What follows belongs to an exercise in optimizing a design on an open flow for small area; a production flow would make more cautious choices. Only simulation tests tie the RTL to the original design; equivalence was not proved. Power figures rest on the tool's default switching activity, not on a simulated workload.

v33:
==> flow/design.v (excerpt) <==
module top_full_design
    #(
        parameter NB_ADDR = 6,
        parameter NB_DATA = 8
    )
    (
        output [NB_DATA - 1 : 0] o_log_data_from_ram,
        output o_log_ram_full,
        input [2:0] i_enable,
        input [1:0] i_sel,
        input i_reset,
        input clock
    );
For scale: about 2600 cells after synthesis, ~720 flip-flops, roughly 16 I/O pins.
==> flow/config.mk <==
export PLATFORM = sky130hd
export DESIGN_NAME = top_full_design
export DESIGN_NICKNAME = top_full_design
export VERILOG_FILES = /design/flow/design.v
export SDC_FILE = /design/flow/constraint.sdc
export NUM_CORES = 4
export LEC_CHECK = 0
export CAP_MARGIN = 20
export CORE_MARGIN = 2
export CORE_UTILIZATION = 40
export CTS_BUF_LIST = sky130_fd_sc_hd__clkbuf_16
export CTS_CLUSTER_DIAMETER = 100
export CTS_CLUSTER_SIZE = 30
export SLEW_MARGIN = 20
export SYNTH_HIERARCHICAL = 1
export SYNTH_MEMORY_MAX_BITS = 16384
==> flow/constraint.sdc <==
create_clock -name core_clock -period 8.0 [get_ports {clock}]
set_input_delay 1.6000 -clock core_clock [delete_from_list [all_inputs] [get_ports {clock}]]
set_output_delay 1.6000 -clock core_clock [all_outputs]
set_load 0.01 [all_outputs]
run.sh (not shown) runs the stock make flow with config.mk's settings and CLKGATE_MAP_FILE= SYNTH_SCRIPT=/design/flow/synth_recipe.tcl, a recipe that flattens the netlist after the stock synthesis.
v33: flow completed, timing, DRC and antenna clean
## Diff of input files: v4 against v33
Settings: swapping 20 for 0 in SLEW_MARGIN; swapping 100 for 60 in CTS_CLUSTER_DIAMETER; swapping 40 for 60 in CORE_UTILIZATION; swapping 20 for 0 in CAP_MARGIN; swapping sky130_fd_sc_hd__clkbuf_16 for sky130_fd_sc_hd__clkbuf_8 in CTS_BUF_LIST; swapping 30 for 16 in CTS_CLUSTER_SIZE.
--- outcome ---
- Every run in the comparison, v4 and v33, completed the flow with a clean layout.
- v4 can be clocked slower than v33.
- v4 vs. v33: total of plain and repair buffers excluding clock buffers decreased by 20% relative to the old numbers, count of antenna-violating nets left after detailed routing ~0 delta, share of the synthesized area in compound gates (AO/OA/AOI/OAI) roughly the same.
- v4 ended with more final period demand of the worst path than v33.
- Sort v4 and v33 by wire length asc -> top: v4
- Diff v4..v33 | internal power consumption | negligible
- v4 gives more worst ir drop on vdd than v33 did.
- v4 against v33: die area decreased by about 33% relative to the old numbers; total of clock buffers placed in the layout rose 86%; number of cells after detailed placement saw a decrease.
Input changes introduced in v31 (baseline for comparison: v4):
Settings: CORE_UTILIZATION: 60 -> 40; CAP_MARGIN: 0 -> 20; SLEW_MARGIN: 0 -> 20.
## What came out
Compared with v4, v31 shows a count of plain and timing-repair buffers that is 25% higher.
Summary: with v4 as the reference, design area in v31 moved up slightly.
The run showing the greater core region area is v31.

---

top_full_design, a different RTL version from the one above (not shown whole).
Size in the first run: roughly 3400 cells after synthesis, ~700 flip-flops, ~16 I/O pins.
Settings: LEC_CHECK=0, CAP_MARGIN=20, CORE_MARGIN=2, CORE_UTILIZATION=40, SLEW_MARGIN=20, SYNTH_MEMORY_MAX_BITS=16384; clock period 8.0 ns.
Edit:
--- a/flow/config.mk
+++ b/flow/config.mk
@@ -6,7 +6,11 @@
 export NUM_CORES = 4
 export LEC_CHECK = 0
+export ABC_AREA = 1
 export CAP_MARGIN = 20
 export CORE_MARGIN = 2
 export CORE_UTILIZATION = 40
+export CTS_BUF_LIST = sky130_fd_sc_hd__clkbuf_8
+export CTS_CLUSTER_DIAMETER = 50
+export CTS_CLUSTER_SIZE = 12
 export SLEW_MARGIN = 20
 export SYNTH_MEMORY_MAX_BITS = 16384
Sequential share of layout area went up by 2.2 points.
Count of clock-buffer cells in the layout fell by 10.
Synthesized area falls by 2.4%.
Setup slack is better by 0.54 ns.
Core utilization fell by 1.3 points.
Routed wire length goes up by 11%.
Fmax is higher by 8.4%.
Final cell count goes up by 15%.
Via count came out higher by 11%.
Clock power came out lower by 25%.
Edit:
--- a/flow/config.mk
+++ b/flow/config.mk
@@ -10,7 +10,4 @@
 export CORE_MARGIN = 2
 export CORE_UTILIZATION = 40
-export CTS_BUF_LIST = sky130_fd_sc_hd__clkbuf_8
-export CTS_CLUSTER_DIAMETER = 50
-export CTS_CLUSTER_SIZE = 12
 export SLEW_MARGIN = 20
 export SYNTH_MEMORY_MAX_BITS = 16384
The new run completed without violations.
Non-clock buffer count does not change.
Via count grows slightly.
Setup slack is worse by 0.12 ns.
Sequential share of layout area falls by 0.98 points.
Routed wire length grows slightly.
Utilization is higher by 0.93 points.
Total power rose by a little under a tenth.
Synthesized area does not change.
Cell count stays flat.

## separate check: timing with driven ports
No port has a modelled driver above. Below, the same layouts with a new extraction and two added sets of constraints.
Step 1, drivers: a clkbuf_16 drives clock and a buf_2 each remaining input, both assumed.
Step 2, shift: input delay + t, output delay - t, t = (earliest + latest rising clock arrival at the registers) / 2. This alone moves slack from input paths to output paths.
Slacks: ideal ports / drivers / drivers and shift; pairs: ideal ports / drivers.
run	t (ns)	setup slack, ns	worst register clock-pin slew, ns	worst slew at a driven data input, ns
v33	0.705	1.182 / 1.182 / 1.182	0.12 / 0.12	0.13
v4	0.768	1.013 / 1.013 / 1.013	0.11 / 0.11	0.11
v31	0.763	1.114 / 1.114 / 1.114	0.11 / 0.11	0.13
the first run of note 2	0.679	0.973 / 0.973 / 0.973	0.07 / 0.07	0.04
the second run of note 2	0.810	1.517 / 1.517 / 1.517	0.09 / 0.09	0.03
the third run of note 2	0.700	1.395 / 1.395 / 1.395	0.09 / 0.09	0.03
After both steps every run listed still meets setup and hold.
